This design comes from an exercise in tuning for small area, a short achievable clock period and few clock cycles per item on the open sky130 flow, not from production work. Power is estimated from default activity; no workload was simulated.

==> flow/design.v <==
module apb_slave (
  input  logic        PCLK,
  input  logic        PRESETn,
  input  logic [31:0] PADDR,
  input  logic        PSEL,
  input  logic        PENABLE,
  input  logic        PWRITE,
  input  logic [31:0] PWDATA,
  output logic [31:0] PRDATA,
  output logic        PREADY,
  output logic        PSLVERR
);
  logic [15:0] [31:0] registers;
  logic [15:0]        written;
  logic               wr_pending;
  logic        addr_valid;
  logic [15:0] addr_dec;
  logic [15:0] wen;
  assign addr_valid = (PADDR[31:6] == 0);
  assign addr_dec   = 16'b1 << PADDR[5:2];
  assign wen        = wr_pending ? addr_dec : 16'b0;
  always_ff @(posedge PCLK or negedge PRESETn) begin
    if (!PRESETn) begin
      wr_pending <= 1'b0;
      written    <= '0;
    end else begin
      wr_pending <= PSEL && !PENABLE && PWRITE && addr_valid;
      written    <= written | wen;
    end
  end
  always_ff @(posedge PCLK) begin
    for (int i = 0; i < 16; i++)
      if (wen[i])
        registers[i] <= PWDATA;
  end
  logic [31:0] rdata;
  logic [15:0] rsel_lo, rsel_hi;
  apb_rsel u_rsel_lo (.idx(PADDR[5:2]), .written(written), .sel(rsel_lo));
  apb_rsel u_rsel_hi (.idx(PADDR[5:2]), .written(written), .sel(rsel_hi));
  always_comb begin
    rdata = '0;
    for (int i = 0; i < 16; i++) begin
      rdata[15:0]  = rdata[15:0]  | (registers[i][15:0]  & {16{rsel_lo[i]}});
      rdata[31:16] = rdata[31:16] | (registers[i][31:16] & {16{rsel_hi[i]}});
    end
  end
  always_ff @(posedge PCLK) begin
    PRDATA  <= rdata;
    PSLVERR <= !addr_valid;
  end
  assign PREADY = 1'b1;
endmodule
module apb_rsel (
  input  logic [3:0]  idx,
  input  logic [15:0] written,
  output logic [15:0] sel
);
  assign sel = (16'b1 << idx) & written;
endmodule
Settings: LEC_CHECK=0, CAP_MARGIN=20, CORE_MARGIN=2, CORE_UTILIZATION=40, CTS_CLUSTER_DIAMETER=100, CTS_CLUSTER_SIZE=30, SETUP_SLACK_MARGIN=3.0, SLEW_MARGIN=20, SYNTH_HIERARCHICAL=1; clock period 5.0 ns.
standard.sh (not shown) runs the stock make flow with config.mk's settings and CLKGATE_MAP_FILE= SYNTH_SCRIPT=/design/flow/synth_recipe.tcl, a recipe that flattens the netlist after the stock synthesis.
==> flow/flow/run.sh <==
#!/bin/bash
# The standard layout, with every port buffered by a plain buf_1 (ORFS's
# buffer_ports otherwise picks a delay cell); repair_timing resizes as needed.
set -euo pipefail
bash standard.sh finish "BUFFER_PORTS_ARGS=-buffer_cell sky130_fd_sc_hd__buf_1" > standard.log 2>&1
Change:
==> flow/design.v (replaced) <==
module apb_slave (
  input  logic        PCLK,
  input  logic        PRESETn,
  input  logic [31:0] PADDR,
  input  logic        PSEL,
  input  logic        PENABLE,
  input  logic        PWRITE,
  input  logic [31:0] PWDATA,
  output logic [31:0] PRDATA,
  output logic        PREADY,
  output logic        PSLVERR
);
  logic [15:0] [31:0] registers;
  logic [15:0]        written;
  logic [15:0]        wen;
  logic        addr_valid;
  logic [15:0] addr_dec;
  assign addr_valid = (PADDR[31:6] == 0);
  assign addr_dec   = 16'b1 << PADDR[5:2];
  always_ff @(posedge PCLK or negedge PRESETn) begin
    if (!PRESETn) begin
      wen        <= '0;
      written    <= '0;
    end else begin
      wen        <= (PSEL && !PENABLE && PWRITE && addr_valid) ? addr_dec : 16'b0;
      written    <= written | wen;
    end
  end
  always_ff @(posedge PCLK) begin
    for (int i = 0; i < 16; i++)
      if (wen[i])
        registers[i] <= PWDATA;
  end
  logic [31:0] rdata;
  logic [3:0][15:0] rsel;
  for (genvar g = 0; g < 4; g++) begin : g_rsel
    apb_rsel u_rsel (.idx(PADDR[5:2]), .written(written), .sel(rsel[g]));
  end
  for (genvar b = 0; b < 32; b++) begin : g_rd
    logic [15:0] s;
    logic [5:0]  p;
    logic [1:0]  h;
    assign s = rsel[b / 8];
    for (genvar k = 0; k < 5; k++) begin : g_p
      apb_aoi222 u_p (.a(s[3*k]), .b(registers[3*k][b]), .c(s[3*k+1]), .d(registers[3*k+1][b]),
                      .e(s[3*k+2]), .f(registers[3*k+2][b]), .y(p[k]));
    end
    assign p[5] = !(s[15] && registers[15][b]);
    apb_nand3 u_h0 (.a(p[0]), .b(p[1]), .c(p[2]), .y(h[0]));
    apb_nand3 u_h1 (.a(p[3]), .b(p[4]), .c(p[5]), .y(h[1]));
    assign rdata[b] = h[0] | h[1];
  end
  always_ff @(posedge PCLK) begin
    PRDATA  <= rdata;
    PSLVERR <= !addr_valid;
  end
  assign PREADY = 1'b1;
endmodule
module apb_rsel (
  input  logic [3:0]  idx,
  input  logic [15:0] written,
  output logic [15:0] sel
);
  assign sel = (16'b1 << idx) & written;
endmodule
module apb_aoi222 (input logic a, b, c, d, e, f, output logic y);
  assign y = !((a && b) || (c && d) || (e && f));
endmodule
module apb_nand3 (input logic a, b, c, output logic y);
  assign y = !(a && b && c);
endmodule
After rerunning: The new run ran to the end with no violations. Wire length goes down by 8.0%. Power goes up by 2.4%. Clock-buffer cell count goes down by 1. Area after synthesis goes up by 1.8%. Setup slack degrades by 14 ps. Design area goes down by 2.4%.
No functional check of the RTL was part of any run of this note.

re-timing with driven ports:
The flow's constraints put no driver on any port. The routed layouts listed below were extracted and timed again, unchanged, in two steps. Step 1 sets driving cells, clkbuf_16 on the clock port and buf_2 on the other inputs (assumed; they add their load-dependent delay and slew). Step 2 also shifts input and output timing later by t, the mid clock arrival at the registers, as if the neighbouring blocks saw the same clock. Three values: ideal ports, drivers, drivers and shift; two values: the first two.
| run | t, ns | setup slack, ns | cell pins on the clock port's net |
|---|---|---|---|
| the first run | 0.619 | 2.935 / 2.881 / 2.397 | 1 |
| the second run | 0.623 | 2.921 / 2.885 / 2.305 | 1 |
After both steps every run listed still meets setup and hold. For the second run, which loses most, drivers alone change the setup slack by -0.036 ns; drivers and shift together by -0.616 ns.
